Context: an optimization exercise on an open-source flow, tuned for small area. The choices shown serve that exercise and are no tape-out recipe. In this exercise RTL edits were held to simulation tests only and were not proved equivalent to the original. Power figures rest on the tool's default switching activity, not on a simulated workload. The clock port is modelled as an ideal driver; clocking choices that lean on that would not hold on a real chip.

==> flow/design.v <==
module CNx8 # (
	parameter DATA_W = 32,
	parameter PIPE_DEPTH = 2
)(
	input wire          			clk,
	input wire          			rst,
	input wire  [7:0]         		InputValid,
	input wire  [DATA_W*8-1:0]   	InDestVid,
	input wire  [DATA_W*8-1:0]   	InUpdate,
	output wire [DATA_W*8-1:0]   	OutUpdate,
	output wire [DATA_W*8-1:0]  	OutDestVid,
	output wire [7:0]  				OutValid
);
wire [7:0]   v [0:6];
wire [255:0] d [0:6];
wire [255:0] u [0:6];
assign v[0] = InputValid;
assign d[0] = InDestVid;
assign u[0] = InUpdate;
cnx_stage #(.DIST(1), .LO(14), .UNSW(1)) s0 (.clk(clk), .iv(v[0]), .id(d[0]), .iu(u[0]), .ov(v[1]), .od(d[1]), .ou(u[1]));
cnx_stage #(.DIST(2)) s1 (.clk(clk), .iv(v[1]), .id(d[1]), .iu(u[1]), .ov(v[2]), .od(d[2]), .ou(u[2]));
cnx_stage #(.DIST(1)) s2 (.clk(clk), .iv(v[2]), .id(d[2]), .iu(u[2]), .ov(v[3]), .od(d[3]), .ou(u[3]));
cnx_stage #(.DIST(4)) s3 (.clk(clk), .iv(v[3]), .id(d[3]), .iu(u[3]), .ov(v[4]), .od(d[4]), .ou(u[4]));
cnx_stage #(.DIST(2)) s4 (.clk(clk), .iv(v[4]), .id(d[4]), .iu(u[4]), .ov(v[5]), .od(d[5]), .ou(u[5]));
cnx_stage #(.DIST(1)) s5 (.clk(clk), .iv(v[5]), .id(d[5]), .iu(u[5]), .ov(v[6]), .od(d[6]), .ou(u[6]));
reg [3:0] rcnt;
always @(posedge clk) begin
	if (rst)
		rcnt <= 4'd12;
	else if (rcnt != 4'd0)
		rcnt <= rcnt - 4'd1;
end
assign OutValid   = (rcnt == 4'd0) ? v[6] : 8'h00;
assign OutDestVid = d[6];
assign OutUpdate  = u[6];
endmodule
module cnx_stage #(
	parameter DIST = 1,
	parameter LO = 13,
	parameter UNSW = 0
)(
	input  wire         clk,
	input  wire [7:0]   iv,
	input  wire [255:0] id,
	input  wire [255:0] iu,
	output reg  [7:0]   ov,
	output reg  [255:0] od,
	output reg  [255:0] ou
);
reg [7:0]   cv;
reg [255:0] cd;
reg [255:0] cu;
reg [3:0]   cm;
genvar p, k;
generate
for (p = 0; p < 4; p = p + 1) begin : pr
	localparam integer A = (DIST == 1) ? 2*p :
	                       (DIST == 2) ? ((p >> 1) * 4 + (p & 1)) :
	                       p;
	localparam integer B = A + DIST;
	wire [31:0] da = id[32*A +: 32];
	wire [31:0] db = id[32*B +: 32];
	wire [31:0] ua = iu[32*A +: 32];
	wire [31:0] ub = iu[32*B +: 32];
	wire both = iv[A] & iv[B];
	wire [31:0] dt = da ^ db;
	wire [32:0] lc;
	assign lc[0] = 1'b0;
	for (k = 0; k < 32; k = k + 1) begin : cmp
		assign lc[k+1] = dt[k] ? da[k] : lc[k];
	end
	wire sw = both & lc[32];
	wire mg = both & ~|dt;
	wire [LO-1:0] xs = sw ? ub[LO-1:0] : ua[LO-1:0];
	wire [LO-1:0] xl = UNSW ? ua[LO-1:0] : xs;
	wire [LO-1:0] yl = UNSW ? ub[LO-1:0] : ub[LO-1:0] & {LO{mg}};
	wire [LO:0]   cl;
	wire [LO-1:0] al;
	assign cl[0] = 1'b0;
	for (k = 0; k < LO; k = k + 1) begin : rl
		assign al[k]   = xl[k] ^ yl[k] ^ cl[k];
		assign cl[k+1] = (xl[k] & yl[k]) | (cl[k] & (xl[k] ^ yl[k]));
	end
	wire [LO-1:0] sl = (UNSW && !mg) ? xs : al;
	wire          co = UNSW ? (mg & cl[LO]) : cl[LO];
	always @(posedge clk) begin
		cv[A] <= iv[A];
		cv[B] <= iv[B];
		cd[32*A +: 32] <= sw ? db : da;
		cd[32*B +: 32] <= sw ? da : db;
		cu[32*A +: 32] <= {sw ? ub[31:LO] : ua[31:LO], sl};
		cu[32*B +: 32] <= sw ? ua : ub;
		cm[p] <= mg;
	end
	reg cc;
	always @(posedge clk) cc <= co;
	wire [31-LO:0] xa = cu[32*A+LO +: 32-LO];
	wire [31-LO:0] yb = cu[32*B+LO +: 32-LO] & {(32-LO){cm[p]}};
	wire [32-LO:0] c;
	wire [31-LO:0] s;
	assign c[0] = cc;
	for (k = 0; k < 32-LO; k = k + 1) begin : rc
		assign s[k]   = xa[k] ^ yb[k] ^ c[k];
		assign c[k+1] = (xa[k] & yb[k]) | (c[k] & (xa[k] ^ yb[k]));
	end
	always @(posedge clk) begin
		ov[A] <= cv[A];
		ov[B] <= cv[B] & ~cm[p];
		od[32*A +: 32] <= cd[32*A +: 32];
		od[32*B +: 32] <= cd[32*B +: 32];
		ou[32*A +: 32] <= {s, cu[32*A +: LO]};
		ou[32*B +: 32] <= cu[32*B +: 32];
	end
end
endgenerate
endmodule
Settings: LEC_CHECK=0, CAP_MARGIN=20, CORE_MARGIN=2, CORE_UTILIZATION=55, PLACE_DENSITY=0.65, SLEW_MARGIN=20; clock period 10.0 ns.
standard.sh (not shown) runs the stock make flow with config.mk's settings and CLKGATE_MAP_FILE= SYNTH_SCRIPT=/design/flow/synth_recipe.tcl, a recipe that flattens the netlist after the stock synthesis.
==> flow/flow/run.sh <==
#!/bin/bash
set -euo pipefail
bash standard.sh \
  "BUFFER_PORTS_ARGS=-buffer_cell sky130_fd_sc_hd__buf_1" \
  "CTS_ARGS=-sink_clustering_enable -repair_clock_nets -dont_use_dummy_load -buf_list sky130_fd_sc_hd__clkbuf_16 -sink_clustering_size 32 -sink_clustering_max_diameter 80" \
  finish > flow_make.log 2>&1
Then changed:
--- a/flow/design.v
+++ b/flow/design.v
@@ -37,5 +37,5 @@
 module cnx_stage #(
 	parameter DIST = 1,
-	parameter LO = 13,
+	parameter LO = 15,
 	parameter UNSW = 0
 )(
Effect: Area after synthesis grows by about 1.3%. Routed wire length grows by 3.6%. Count of clock-buffer cells in the layout stays the same. Power grows by 2.9%. Cell area grows by 1.4%. Via count grows by about 5%.

[static timing again, ports no longer ideal]
The results above use ideal ports. As a check the final layouts listed here were re-extracted and re-timed, cells and wires unchanged. Step 1, drivers: a clkbuf_16 drives clk and a buf_2 each remaining input, both assumed. Step 2 times the ports against the registers' clock, not the clock port: input delays grow and output delays shrink by t, the midpoint of the rising clock arrivals with the driver on. Slacks: no drivers / after step 1 / after step 2; pairs: no drivers / after step 1.
| run | t, ns | setup WS [ns] | latest minus earliest clock arrival (ns) | worst data-port slew with drivers (ns) | pins driven straight from the clock port |
|---|---|---|---|---|---|
| the first run | 1.073 | 1.242 / 1.242 / 1.242 | 0.117 / 0.117 | 0.28 | 1 |
| the second run | 1.054 | 0.435 / 0.435 / 0.435 | 0.122 / 0.121 | 0.27 | 1 |
After both steps every run listed still meets setup and hold.
